From an optimization exercise on the open Yosys and OpenROAD flow, aimed at small area, a short achievable clock period and few clock cycles; shortcuts taken in it are not production practice.
Where RTL was checked, it was by simulation tests only, not by an equivalence proof against the original.
The RTL of run 1 was laid out without a check of its function.
Power figures rest on the tool's default switching activity, not on a simulated workload.

==> flow/design.v (outline; a module is shown in full before it is edited, if it fits) <==
// module alu_unit: 947 lines
module alu_unit(
    input clk,
    input rst,
    input in_valid,
    output in_ready,
    input [15:0] a,
    input [15:0] b,
    input [2:0] op,
    output reg out_valid,
    output reg [15:0] r
    );
  // ...
==> flow/flow/run.sh <==
#!/bin/bash
# Standard layout flow (buf_1 port buffers, clkbuf_8 clock buffers, resizer aims at 55 ns setup slack), logged to standard.log.
bash standard.sh SETUP_SLACK_MARGIN=55 "BUFFER_PORTS_ARGS=-buffer_cell sky130_fd_sc_hd__buf_1" CTS_BUF_LIST=sky130_fd_sc_hd__clkbuf_8 finish > standard.log 2>&1
==> flow/standard.sh <==
#!/bin/bash
# synth_recipe.tcl (not shown) runs the flow's synth.tcl, then flattens the netlist and writes it again
# the make line also repeats each setting of config.mk as NAME=value (left out here)
make -C /OpenROAD-flow-scripts/flow DESIGN_CONFIG=/design/flow/config.mk WORK_HOME=/design/flow/orfs CLKGATE_MAP_FILE= SYNTH_SCRIPT=/design/flow/synth_recipe.tcl "${@:-finish}"
==> flow/config.mk <==
export PLATFORM = sky130hd
export DESIGN_NAME = alu_unit
export DESIGN_NICKNAME = alu_unit
export VERILOG_FILES = /design/flow/design.v
export SDC_FILE = /design/flow/constraint.sdc
export NUM_CORES = 4
export LEC_CHECK = 0
export ABC_AREA = 1
export CAP_MARGIN = 20
export CORE_MARGIN = 2
export CORE_UTILIZATION = 40
export SLEW_MARGIN = 20
==> flow/constraint.sdc <==
create_clock -name core_clock -period 70.0 [get_ports {clk}]
set_input_delay 14.0000 -clock core_clock [delete_from_list [all_inputs] [get_ports {clk}]]
set_output_delay 14.0000 -clock core_clock [all_outputs]
set_load 0.01 [all_outputs]
==> flow_metrics.py, run 1 <==
metrics = {
    "outcome": {
        "status": "timing/DRC/antenna clean",
    },
    "cells_and_area": {
        "drive_gt1_share_pct": 18.2,
        "nonClkBufAreaFrac_pct": 6.91,
        "fillCellCount": 2422,
        "final_cell_mix": "nand2_1, inv_1, nand3_1",
        "finalNonFillerCells": 1785,
    },
    "routing": {
        "drt-initial-drc-count": 490,
        "m1WireLength_mm": 12.9,
        "num_vias": 9102,
        "avgRoutedWirePerCell_um": 15.8,
    },
    "synthesis": {
        "synth_compound_area_share_pct": 7.63,
        "yosys.cell_count.top_type": "nand2_1",
        "synth-edff-count": 0,
        "syn-num-nets": 1540,
        "synth_xor_area_share_pct": 6.27,
        "synth_top_cell_by_area": "dfxtp_1",
        "synthAdderAreaFrac_pct": 25.3,
        "synth_top_family_by_area": "simple AND/OR/NAND/NOR gates",
    },
    "worst_setup_path": {
        "cp-startpoint": "r[6]",
        "worstSetupPathType": "reg -> out",
        "max_stage_delay_ns": 0.34,
        "worstPathRequired_ns": 56.00,
        "reg2regPathDepth": 90,
        "critPathSlowestCell": "dfxtp_1",
    },
    "power": {
        "p_clk_uw": 36.8,
        "power.group.top": "combinational cells",
        "sequentialPowerShare_pct": 27.0,
        "pwr-share-comb_pct": 58.1,
        "clockPowerShare_pct": 14.9,
        "swShare_pct": 44.8,
        "power.density_nw_per_um2": 21.4,
        "p_int_uw": 136,
    },
    "sta": {
        "relSlewSlack_pct": 54.1,
        "holdWs_ns": 0.328,
        "finalClockSkew_ns": 0.0132,
    },
    "clock_tree": {
        "cts_resized": 56,
        "cts_buffers": 9,
        "post-cts-setup-buffers": 18,
        "clockBufferDepth": 2,
    },
    "floorplan": {
        "io_pins": 56,
        "die_x_um": 159,
        "initial_core_util_pct": 40.8,
    },
    "worst_hold_path": {
        "hold_end": "x1[5]",
    },
    "global_route": {
        "antenna_found_initial": 0,
        "grt_usage_pct": 22.2,
    },
}
==> run 2: changes to the inputs <==
--- a/flow/design.v
+++ b/flow/design.v
@@ -70,20 +70,20 @@
 wire g12_2_2 = x_13[14] & y0[2];
 wire p12_2_2 = x_13[14] ^ y0[2];
 wire g12_3_3 = x_13[15] & y0[3];
 wire p12_3_3 = x_13[15] ^ y0[3];
 wire g12_1_0 = g12_1_1 | (p12_1_1 & g12_0_0);
 wire p12_1_0 = p12_1_1 & p12_0_0;
 wire g12_3_2 = g12_3_3 | (p12_3_3 & g12_2_2);
 wire p12_3_2 = p12_3_3 & p12_2_2;
-wire g12_3_0 = g12_3_2 | (p12_3_2 & g12_1_0);
-wire p12_3_0 = p12_3_2 & p12_1_0;
 wire g12_2_0 = g12_2_2 | (p12_2_2 & g12_1_0);
 wire p12_2_0 = p12_2_2 & p12_1_0;
+wire g12_3_0 = g12_3_2 | (p12_3_2 & g12_1_0);
+wire p12_3_0 = p12_3_2 & p12_1_0;
 assign s12[0] = p12_0_0 ^ (div0 | sub0);
 assign s12[1] = p12_1_1 ^ g12_0_0;
 assign s12[2] = p12_2_2 ^ g12_1_0;
 assign s12[3] = p12_3_3 ^ g12_2_0;
 assign s12[4] = g12_3_0;
 wire sel12 = mul0 ? a_q[12] : (div0 & s12[4] & &y0[15:4]);
 wire [15:0] x_12 = sel12 ? {s12[3:0], x_13[11:0]} : x_13;
 wire [5:0] s11;
@@ -96,20 +96,20 @@
 wire g11_3_3 = x_12[14] & y0[3];
 wire p11_3_3 = x_12[14] ^ y0[3];
 wire g11_4_4 = x_12[15] & y0[4];
 wire p11_4_4 = x_12[15] ^ y0[4];
 wire g11_1_0 = g11_1_1 | (p11_1_1 & g11_0_0);
 wire p11_1_0 = p11_1_1 & p11_0_0;
 wire g11_3_2 = g11_3_3 | (p11_3_3 & g11_2_2);
 wire p11_3_2 = p11_3_3 & p11_2_2;
-wire g11_3_0 = g11_3_2 | (p11_3_2 & g11_1_0);
-wire p11_3_0 = p11_3_2 & p11_1_0;
 wire g11_2_0 = g11_2_2 | (p11_2_2 & g11_1_0);
 wire p11_2_0 = p11_2_2 & p11_1_0;
+wire g11_3_0 = g11_3_2 | (p11_3_2 & g11_1_0);
+wire p11_3_0 = p11_3_2 & p11_1_0;
 wire g11_4_0 = g11_4_4 | (p11_4_4 & g11_3_0);
 wire p11_4_0 = p11_4_4 & p11_3_0;
 assign s11[0] = p11_0_0 ^ (div0 | sub0);
 assign s11[1] = p11_1_1 ^ g11_0_0;
 assign s11[2] = p11_2_2 ^ g11_1_0;
 assign s11[3] = p11_3_3 ^ g11_2_0;
 assign s11[4] = p11_4_4 ^ g11_3_0;
 assign s11[5] = g11_4_0;
@@ -129,24 +129,24 @@
 wire g10_5_5 = x_11[15] & y0[5];
 wire p10_5_5 = x_11[15] ^ y0[5];
 wire g10_1_0 = g10_1_1 | (p10_1_1 & g10_0_0);
 wire p10_1_0 = p10_1_1 & p10_0_0;
 wire g10_3_2 = g10_3_3 | (p10_3_3 & g10_2_2);
 wire p10_3_2 = p10_3_3 & p10_2_2;
 wire g10_5_4 = g10_5_5 | (p10_5_5 & g10_4_4);
 wire p10_5_4 = p10_5_5 & p10_4_4;
-wire g10_3_0 = g10_3_2 | (p10_3_2 & g10_1_0);
-wire p10_3_0 = p10_3_2 & p10_1_0;
-wire g10_5_0 = g10_5_4 | (p10_5_4 & g10_3_0);
-wire p10_5_0 = p10_5_4 & p10_3_0;
 wire g10_2_0 = g10_2_2 | (p10_2_2 & g10_1_0);
 wire p10_2_0 = p10_2_2 & p10_1_0;
+wire g10_3_0 = g10_3_2 | (p10_3_2 & g10_1_0);
+wire p10_3_0 = p10_3_2 & p10_1_0;
 wire g10_4_0 = g10_4_4 | (p10_4_4 & g10_3_0);
 wire p10_4_0 = p10_4_4 & p10_3_0;
+wire g10_5_0 = g10_5_4 | (p10_5_4 & g10_3_0);
+wire p10_5_0 = p10_5_4 & p10_3_0;
 assign s10[0] = p10_0_0 ^ (div0 | sub0);
 assign s10[1] = p10_1_1 ^ g10_0_0;
 assign s10[2] = p10_2_2 ^ g10_1_0;
 assign s10[3] = p10_3_3 ^ g10_2_0;
 assign s10[4] = p10_4_4 ^ g10_3_0;
 assign s10[5] = p10_5_5 ^ g10_4_0;
 assign s10[6] = g10_5_0;
 wire sel10 = mul0 ? a_q[10] : (div0 & s10[6] & &y0[15:6]);
@@ -167,26 +167,28 @@
 wire g9_6_6 = x_10[15] & y0[6];
 wire p9_6_6 = x_10[15] ^ y0[6];
 wire g9_1_0 = g9_1_1 | (p9_1_1 & g9_0_0);
 wire p9_1_0 = p9_1_1 & p9_0_0;
 wire g9_3_2 = g9_3_3 | (p9_3_3 & g9_2_2);
 wire p9_3_2 = p9_3_3 & p9_2_2;
 wire g9_5_4 = g9_5_5 | (p9_5_5 & g9_4_4);
 wire p9_5_4 = p9_5_5 & p9_4_4;
-wire g9_3_0 = g9_3_2 | (p9_3_2 & g9_1_0);
-wire p9_3_0 = p9_3_2 & p9_1_0;
-wire g9_5_0 = g9_5_4 | (p9_5_4 & g9_3_0);
-wire p9_5_0 = p9_5_4 & p9_3_0;
 wire g9_2_0 = g9_2_2 | (p9_2_2 & g9_1_0);
 wire p9_2_0 = p9_2_2 & p9_1_0;
+wire g9_3_0 = g9_3_2 | (p9_3_2 & g9_1_0);
+wire p9_3_0 = p9_3_2 & p9_1_0;
+wire g9_6_4 = g9_6_6 | (p9_6_6 & g9_5_4);
+wire p9_6_4 = p9_6_6 & p9_5_4;
 wire g9_4_0 = g9_4_4 | (p9_4_4 & g9_3_0);
 wire p9_4_0 = p9_4_4 & p9_3_0;
-wire g9_6_0 = g9_6_6 | (p9_6_6 & g9_5_0);
-wire p9_6_0 = p9_6_6 & p9_5_0;
+wire g9_5_0 = g9_5_4 | (p9_5_4 & g9_3_0);
+wire p9_5_0 = p9_5_4 & p9_3_0;
+wire g9_6_0 = g9_6_4 | (p9_6_4 & g9_3_0);
+wire p9_6_0 = p9_6_4 & p9_3_0;
 assign s9[0] = p9_0_0 ^ (div0 | sub0);
 assign s9[1] = p9_1_1 ^ g9_0_0;
 assign s9[2] = p9_2_2 ^ g9_1_0;
 assign s9[3] = p9_3_3 ^ g9_2_0;
 assign s9[4] = p9_4_4 ^ g9_3_0;
 assign s9[5] = p9_5_5 ^ g9_4_0;
 assign s9[6] = p9_6_6 ^ g9_5_0;
 assign s9[7] = g9_6_0;
@@ -212,30 +214,32 @@
 wire g8_1_0 = g8_1_1 | (p8_1_1 & g8_0_0);
 wire p8_1_0 = p8_1_1 & p8_0_0;
 wire g8_3_2 = g8_3_3 | (p8_3_3 & g8_2_2);
 wire p8_3_2 = p8_3_3 & p8_2_2;
 wire g8_5_4 = g8_5_5 | (p8_5_5 & g8_4_4);
 wire p8_5_4 = p8_5_5 & p8_4_4;
 wire g8_7_6 = g8_7_7 | (p8_7_7 & g8_6_6);
 wire p8_7_6 = p8_7_7 & p8_6_6;
+wire g8_2_0 = g8_2_2 | (p8_2_2 & g8_1_0);
+wire p8_2_0 = p8_2_2 & p8_1_0;
 wire g8_3_0 = g8_3_2 | (p8_3_2 & g8_1_0);
 wire p8_3_0 = p8_3_2 & p8_1_0;
+wire g8_6_4 = g8_6_6 | (p8_6_6 & g8_5_4);
+wire p8_6_4 = p8_6_6 & p8_5_4;
 wire g8_7_4 = g8_7_6 | (p8_7_6 & g8_5_4);
 wire p8_7_4 = p8_7_6 & p8_5_4;
-wire g8_7_0 = g8_7_4 | (p8_7_4 & g8_3_0);
-wire p8_7_0 = p8_7_4 & p8_3_0;
-wire g8_5_0 = g8_5_4 | (p8_5_4 & g8_3_0);
-wire p8_5_0 = p8_5_4 & p8_3_0;
-wire g8_2_0 = g8_2_2 | (p8_2_2 & g8_1_0);
-wire p8_2_0 = p8_2_2 & p8_1_0;
 wire g8_4_0 = g8_4_4 | (p8_4_4 & g8_3_0);
 wire p8_4_0 = p8_4_4 & p8_3_0;
-wire g8_6_0 = g8_6_6 | (p8_6_6 & g8_5_0);
-wire p8_6_0 = p8_6_6 & p8_5_0;
+wire g8_5_0 = g8_5_4 | (p8_5_4 & g8_3_0);
+wire p8_5_0 = p8_5_4 & p8_3_0;
+wire g8_6_0 = g8_6_4 | (p8_6_4 & g8_3_0);
+wire p8_6_0 = p8_6_4 & p8_3_0;
+wire g8_7_0 = g8_7_4 | (p8_7_4 & g8_3_0);
+wire p8_7_0 = p8_7_4 & p8_3_0;
 assign s8[0] = p8_0_0 ^ (div0 | sub0);
 assign s8[1] = p8_1_1 ^ g8_0_0;
 assign s8[2] = p8_2_2 ^ g8_1_0;
 assign s8[3] = p8_3_3 ^ g8_2_0;
 assign s8[4] = p8_4_4 ^ g8_3_0;
 assign s8[5] = p8_5_5 ^ g8_4_0;
 assign s8[6] = p8_6_6 ^ g8_5_0;
 assign s8[7] = p8_7_7 ^ g8_6_0;
==> flow/flow/run.sh (replaced) <==
#!/bin/bash
# Layout flow: the standard flow, except that synthesis maps with the
# ABC script in flow/abc_area.script (area-oriented mapping, no ABC
# buffering/upsizing; the resizer later fixes timing on the placed design).
# Then: buf_1 port buffers, clkbuf_8 clock buffers, and the resizer asked
# to leave 55 ns of setup slack. Each part logs to its own file.
set -e
rm -rf scripts_abc
cp -r "$FLOW_HOME/scripts" scripts_abc
cp flow/abc_area.script scripts_abc/abc_area.script
A=("BUFFER_PORTS_ARGS=-buffer_cell sky130_fd_sc_hd__buf_1" CTS_BUF_LIST=sky130_fd_sc_hd__clkbuf_8 SETUP_SLACK_MARGIN=55 )
bash standard.sh "${A[@]}" SCRIPTS_DIR=$PWD/scripts_abc synth > synth.log 2>&1
bash standard.sh "${A[@]}" finish > standard.log 2>&1
==> flow/flow/abc_area.script (new file) <==
strash
dch
map -a
strash
dch
map -a
strash
dch -f
map -a
topo
stime -c
==> run 2 against run 1 <==
Area after synthesis shrank 15%. Utilization grew 16 points. Final area grew 13%. Highest routed layer unchanged. First-iteration DRC count grew 6.5%. Sequential cell count is the same. Fmax shrank 22%. Sequential power grew 2%. Via count shrank 2.2%. Still clean.
==> flow_metrics.py, run 2 <==
metrics = {
    "outcome": {
        "status": "timing/DRC/antenna clean",
    },
    "synthesis": {
        "syn_inst": 1022,
        "synth_ff_type": "dfxtp_1",
        "async_flop_share_pct": 0,
        "ys_top_cells_by_count": "nand2_1, clkinv_1, nor2_1, o21ai_0, ha_1",
        "yosys.cell_count.top_type": "nand2_1",
        "yosysTopAreaCellShare_pct": 24.4,
        "synth_area_um2": 8140,
        "yosysSeqAreaShare_pct": 24.4,
        "ys_top_cells_by_area": "dfxtp_1, ha_1, fa_1",
        "synth_area_per_cell_um2": 7.96,
        "syn-num-nets": 1218,
        "synth_top_cell_by_area": "dfxtp_1",
        "ys_warn_count": 1,
        "synth-seq-cells": 99,
        "synth-edff-count": 0,
        "yosysUniqueCellTypes": 34,
    },
    "sta": {
        "fin_crit_sh_pct": 27.4,
        "fin_ws_ns": 50.84,
        "hold_viol_final": 0,
        "relSlewSlack_pct": 28.3,
        "tightest_slew_ns": 1.07,
        "finalCriticalPeriod_ns": 19.16,
        "fin_setup_tns_ns": 0,
        "rsz0062_at_grt": "true",
        "fmax_mhz": 52.2,
        "report.final.setup_viol": 0,
        "holdWs_ns": 0.337,
        "finalClockSkew_ns": 0.0137,
        "slew_viol_final": 0,
    },
    "routing": {
        "drc": 0,
        "drtPass1Iterations": 5,
        "drt_wl_total_mm": 30.5,
        "avgRoutedWirePerCell_um": 18.2,
        "num_vias": 8900,
        "drt-initial-drc-count": 522,
        "vias_per_cell": 5.32,
        "ant_nets": 0,
    },
    "power": {
        "power_switching_uw": 148,
        "power.density_nw_per_um2": 26.4,
        "swShare_pct": 43.1,
        "clockPowerShare_pct": 11.2,
        "peakVddDrop_mv": 0.0126,
        "p_leak_uw": 0.00576,
        "pwr-share-comb_pct": 69.0,
        "p_int_uw": 195,
        "sequentialPowerShare_pct": 19.8,
        "total_power_uw": 344,
    },
    "worst_setup_path": {
        "cp_num_buf_inv": 38,
        "worstSetupPathDepth": 133,
        "worst_setup_path_start_kind": "flop",
        "worstSetupPathType": "reg -> reg",
        "path_max_fanout": 11,
        "cp.arrival_ns": 19.45,
        "max_stage_delay_ns": 0.74,
        "critPathSlowestCell": "clkinv_1",
        "reg2regPathDepth": 133,
        "worstPathRequired_ns": 70.29,
        "crit_family": "compound AO/OA/AOI/OAI gates",
        "crit_path_frequent_cell": "buf_4",
        "endpoint_kind": "flop",
    },
    "cells_and_area": {
        "drive_gt1_share_pct": 45.5,
        "fin_nets": 1594,
        "fin_util_pct": 64.8,
        "area_delta_synth_final_pct": 60.1,
        "final_cell_mix": "buf_4, nand2_1, ha_1",
        "final_common_cell": "buf_4",
        "num_antenna_cells": 0,
    },
    "global_route": {
        "grt_pass1_vias": 8532,
        "grt_pass1_wl_mm": 43.4,
        "grt_max_degree": 21,
        "grt_usage_pct": 25.5,
        "overflow": 0,
        "antenna_found_initial": 0,
    },
    "clock_tree": {
        "clkTransAtPathRegs_ns": 0.11,
        "clockBufferDepth": 2,
        "cts_tree": "done",
        "clock_sinks": 99,
        "cts_buffers": 9,
        "clk_latency_ns": 0.40,
        "cts-root-buf": "clkbuf_8",
        "cts-htree-levels": 3,
        "hold_buffers": 0,
    },
    "floorplan": {
        "chipHeight_um": 147,
        "die_x_um": 147,
        "row_count": 52,
        "dieArea_um2": 21500,
        "io_pins": 56,
        "initial_core_util_pct": 40.5,
        "core_area_um2": 20100,
    },
    "worst_hold_path": {
        "holdPathStages": 0,
        "hold_class": "reg -> reg",
    },
    "placement": {
        "post-place-ws_ns": 49.21,
        "gp_congestion": 0.868,
        "dp_hpwl_mm": 16.6,
        "portBuffers": 54,
    },
    "run": {
        "max_cap_viol_count": 0,
    },
}
==> run 2: worst reg2reg max path: cells and delay by family, from the launching register on <==
family                     cells  cell delay, ns
adders and majority gates      7            2.38
DFF                            1            0.46
buffers and inverters         38            4.71
and+or+nand+nor               39            4.00
AOI/OAI and AO/OA             49            7.54
==> run 2: cell type report <==
| cell class | instances | area (um^2) |
|---|---|---|
| timing repair inverter | 9 | 61.3 |
| clock inverter | 7 | 80.1 |
| clock buffer | 9 | 124 |
| multi-input combinational | 800 | 7230 |
| fill | 1500 | 7080 |
| inverter | 123 | 561 |
| sequential | 99 | 2000 |
| tap | 270 | 338 |
| timing repair buffer | 356 | 2630 |
==> run 2: power groups by stage <==
stage | combinational, uW | sequential [uW] | clock, uW
floorplan | 96.7 | 67.3 | 0
finish | 237 | 68.2 | 38.4
global route | 255 | 68.6 | 41.6
detailed placement | 121 | 68.8 | 0
CTS | 186 | 67.7 | 39.3
global placement | 119 | 68.9 | 0
==> run 2: per-stage QoR <==
stage,cell area (um^2),std cells
2_1_floorplan,8500,1022
3_3_place_gp,9060,1348
3_5_place_dp,9060,1348
4_1_cts,11700,1596
5_1_grt,13000,1673
6_report,13000,1673
==> run 2: path summary, 6_finish.rpt <==
path	start	endpoint	slack (ns)
worst min-delay path	a_q[6]	x1[6]	0.34
worst max-delay path	mul1	r[15]	50.84
worst max register to register	mul1	r[15]	50.84
worst min register to register	a_q[6]	x1[6]	0.34
==> run 2: logic make-up (layout without fill, tap and decap cells) <==
family                     count (synthesis)  in the layout  synth area share [%]
and+or+nand+nor                          342            342                  16.6
AOI/OAI and AO/OA                        223            224                  15.6
adders and majority gates                158            158                  29.5
buffers and inverters                    124            504                  5.77
DFF                                       99             99                  24.4
xor gates and xnor gates                  71             71                  7.64
muxes                                      4              4                 0.492
other                                      1              1                0.0461
==> run 2: repair_timing <==
action	CTS	global route
gates resized for setup	201	178
pin swaps	79	123
buffers inserted	222	76
cloned	10	1
endpoints found under the setup margin	27	27
==> run 2: per-layer routing <==
| metal | vias up | global-route usage [%] | part of all wire (%) |
|---|---|---|---|
| met4 | 0 | 12.3 | 6.4 |
| met1 | 4194 | 31.8 | 38 |
| li1 | 4142 | - | - |
| met2 | 404 | 43.0 | 49 |
| met3 | 160 | 4.06 | 7.1 |
| met5 | - | 0 | 0 |
Testbench counts of run 2, summed over its fixed seeds: cycles 4,024.
==> run 3: changes to the inputs <==
--- a/flow/flow/run.sh
+++ b/flow/flow/run.sh
@@ -10,3 +10,3 @@
 cp flow/abc_area.script scripts_abc/abc_area.script
-A=("BUFFER_PORTS_ARGS=-buffer_cell sky130_fd_sc_hd__buf_1" CTS_BUF_LIST=sky130_fd_sc_hd__clkbuf_8 SETUP_SLACK_MARGIN=55 )
+A=("BUFFER_PORTS_ARGS=-buffer_cell sky130_fd_sc_hd__buf_1" CTS_BUF_LIST=sky130_fd_sc_hd__clkbuf_8 SETUP_SLACK_MARGIN=55 ABC_CLOCK_PERIOD_IN_PS=13000)
 bash standard.sh "${A[@]}" SCRIPTS_DIR=$PWD/scripts_abc synth > synth.log 2>&1
==> flow/flow/abc_area.script (replaced) <==
strash
dch
map -a
topo
stime -c
buffer -c
upsize -c
dnsize -c
==> run 3 against run 2 <==
Clock power is 5% higher. Wire length is 3.0% higher. Die area is 6.5% higher. Sequential cell count stayed put. Global-route usage is 0.86 points lower. Critical endpoint is now r[4]. Largest cell class unchanged.
==> flow_metrics.py, run 3 <==
metrics = {
    "outcome": {
        "status": "timing/DRC/antenna clean",
    },
    "routing": {
        "drc": 0,
        "drtPass1Iterations": 5,
        "vias_per_cell": 5.48,
        "avgRoutedWirePerCell_um": 19.0,
        "ant_nets": 0,
        "drt_wl_total_mm": 31.4,
        "drt-initial-drc-count": 635,
        "num_vias": 9038,
    },
    "synthesis": {
        "ys_warn_count": 1,
        "synth_area_um2": 8680,
        "synth_area_per_cell_um2": 8.14,
        "yosysSeqAreaShare_pct": 22.8,
        "yosysUniqueCellTypes": 59,
        "synth-edff-count": 0,
        "yosysTopAreaCellShare_pct": 22.8,
        "ys_top_cells_by_count": "nand2_1, inv_1, ha_1, dfxtp_1, nor2_1",
        "yosys.cell_count.top_type": "nand2_1",
        "synth_ff_type": "dfxtp_1",
        "synth_top_cell_by_area": "dfxtp_1",
        "synth-seq-cells": 99,
        "syn_inst": 1066,
        "syn-num-nets": 1262,
        "ys_top_cells_by_area": "dfxtp_1, ha_1, fa_1",
        "async_flop_share_pct": 0,
    },
    "sta": {
        "slew_viol_final": 0,
        "tightest_slew_ns": 0.768,
        "fin_ws_ns": 53.01,
        "finalCriticalPeriod_ns": 16.99,
        "rsz0062_at_grt": "true",
        "fin_crit_sh_pct": 24.3,
        "fin_setup_tns_ns": 0,
        "finalClockSkew_ns": 0.0134,
        "hold_viol_final": 0,
        "fmax_mhz": 58.8,
        "relSlewSlack_pct": 48.7,
        "report.final.setup_viol": 0,
    },
    "global_route": {
        "gr-usage-met2_pct": 43.6,
        "grt_usage_pct": 24.6,
        "grt_pass1_vias": 8476,
        "antenna_found_initial": 0,
        "met3_usage_pct": 4.28,
        "overflow": 0,
        "busiest_layer": "met2",
        "grt_pass1_wl_mm": 42.9,
        "use_met1_pct": 28.5,
        "grt_max_degree": 22,
    },
    "clock_tree": {
        "cts_buffers": 9,
        "cts_tree": "done",
        "cts-root-buf": "clkbuf_8",
        "clkTransAtPathRegs_ns": 0.12,
        "clk_latency_ns": 0.40,
        "cts-htree-levels": 3,
        "hold_buffers": 0,
        "clockBufferDepth": 2,
        "clock_sinks": 99,
    },
    "cells_and_area": {
        "area_delta_synth_final_pct": 48.2,
        "num_antenna_cells": 0,
        "fin_util_pct": 60.8,
        "drive_gt1_share_pct": 40.9,
        "final_common_cell": "buf_4",
        "fin_nets": 1564,
        "final_cell_mix": "buf_4, nand2_1, ha_1",
        "fin_area_um2": 12900,
    },
    "power": {
        "power.density_nw_per_um2": 26.1,
        "peakVddDrop_mv": 0.0121,
        "p_leak_uw": 0.00589,
    },
    "placement": {
        "dpl-instance-area_um2": 9380,
        "dp_hpwl_mm": 17.5,
        "portBuffers": 54,
        "gp_congestion": 0.869,
        "post-place-ws_ns": 50.84,
    },
    "run": {
        "max_cap_viol_count": 0,
    },
    "worst_setup_path": {
        "cp.arrival_ns": 17.30,
        "critPathSlowestCell": "dfxtp_4",
        "worstSetupPathType": "reg -> reg",
        "crit_path_frequent_cell": "buf_4",
        "max_stage_delay_ns": 0.37,
        "endpoint_kind": "flop",
        "worstPathRequired_ns": 70.30,
        "path_max_fanout": 8,
        "worst_setup_path_start_kind": "flop",
    },
    "floorplan": {
        "initial_core_util_pct": 41.0,
        "io_pins": 56,
        "chipHeight_um": 151,
        "core_area_um2": 21200,
        "die_x_um": 151,
        "dieArea_um2": 22900,
        "row_count": 53,
    },
    "worst_hold_path": {
        "hold_class": "reg -> reg",
    },
}
-- run 3: changes by cell type after synthesis, moves of 9 or more --
cell	before	now
inv_1	0	107
o21ai_0	105	36
a21oi_1	56	65
a21o_2	9	0
clkinv_1	123	4
o21ai_1	0	43
a21o_1	0	9
o21ai_2	0	17
inv_2	0	9
-- run 3: final cells by class --
class	count	area, um^2
clock buffer	9	124
clock inverter	7	88.8
fill	1676	8280
inverter	120	510
multi-input combinational	826	7450
sequential	99	2000
tap	275	344
timing repair buffer	309	2320
timing repair inverter	3	21.3
-- run 3: logic make-up after synthesis --
family	Yosys count	synth area share, %
xor gates and xnor gates	79	8.06
buffers and inverters	143	6.83
and+or+nand+nor	356	17.4
other	1	0.0432
muxes	4	0.504
DFF	99	22.8
AOI/OAI and AO/OA	226	16.8
adders and majority gates	158	27.6
-- run 3: critical path: cells and delay by family, from the launching register on --
kind / cells / cell delay, ns
buffers and inverters: 31 / 3.48
flip-flops: 1 / 0.37
AO/OA/AOI/OAI: 39 / 6.56
AND/OR/NAND/NOR: 37 / 3.87
XOR/XNOR: 1 / 0.24
adder cells (fa/ha/maj): 8 / 2.34
-- run 3: layer usage --
layer,share of wire (%),up-vias,wire [um]
met1,36,4230,11300
met5,0,-,0
li1,-,4149,-
met3,7.5,196,2360
met4,7.6,0,2380
met2,49,463,15300
-- run 3: path summary, 6_finish.rpt --
kind          start  endpoint  slack, ns  depth (start not counted)
min          a_q[6]     x1[6]       0.34                          0
min reg2reg  a_q[6]     x1[6]       0.34                          0
max reg2reg    div1      r[4]      53.01                        116
max            div1      r[4]      53.01                        116
-- run 3: what timing repair did --
action	in CTS	in global routing
cloned	6	0
resized for setup	184	111
endpoints found under the setup margin	26	26
pin swaps	97	105
buffers inserted	183	62
-- run 3: power by group --
group / total [uW] / internal, uW / switching [uW]
Clock: 40.3 / 14.7 / 25.6
Combinational: 226 / 107 / 119
Sequential: 69.3 / 61.6 / 7.69
Total: 335 / 183 / 153
-- run 3: stage by stage --
| step | hold WS, ns | std cells | power [uW] |
|---|---|---|---|
| 2_1_floorplan | 0.310 | 1066 | 178 |
| 3_3_place_gp | 0.313 | 1381 | 207 |
| 3_5_place_dp | 0.314 | 1381 | 208 |
| 4_1_cts | 0.343 | 1586 | 299 |
| 5_1_grt | 0.343 | 1648 | 356 |
| 6_report | 0.339 | 1648 | 335 |

-- afterwards: timing with drivers on the ports --
How much do the figures lean on ideal ports? The routed layouts below were timed once more, with nothing changed but the port constraints.
Step 1 sets driving cells, clkbuf_16 on the clock port and buf_2 on the other inputs (assumed; they add their load-dependent delay and slew).
Step 2, shift: input delay + t, output delay - t, t = (earliest + latest rising clock arrival at the registers) / 2. This alone moves slack from input paths to output paths.
a / b / c = no drivers / after step 1 / after step 2; a / b = the first two.
| run | t, ns | setup WS [ns] | hold WS [ns] |
|---|---|---|---|
| run 1 | 0.413 | 55.111 / 55.072 / 55.485 | 0.328 / 0.328 / 0.328 |
| run 2 | 0.426 | 50.836 / 50.836 / 50.836 | 0.337 / 0.337 / 0.337 |
| run 3 | 0.438 | 53.006 / 53.006 / 53.006 | 0.339 / 0.339 / 0.339 |
After both steps setup and hold are still met in every run listed.
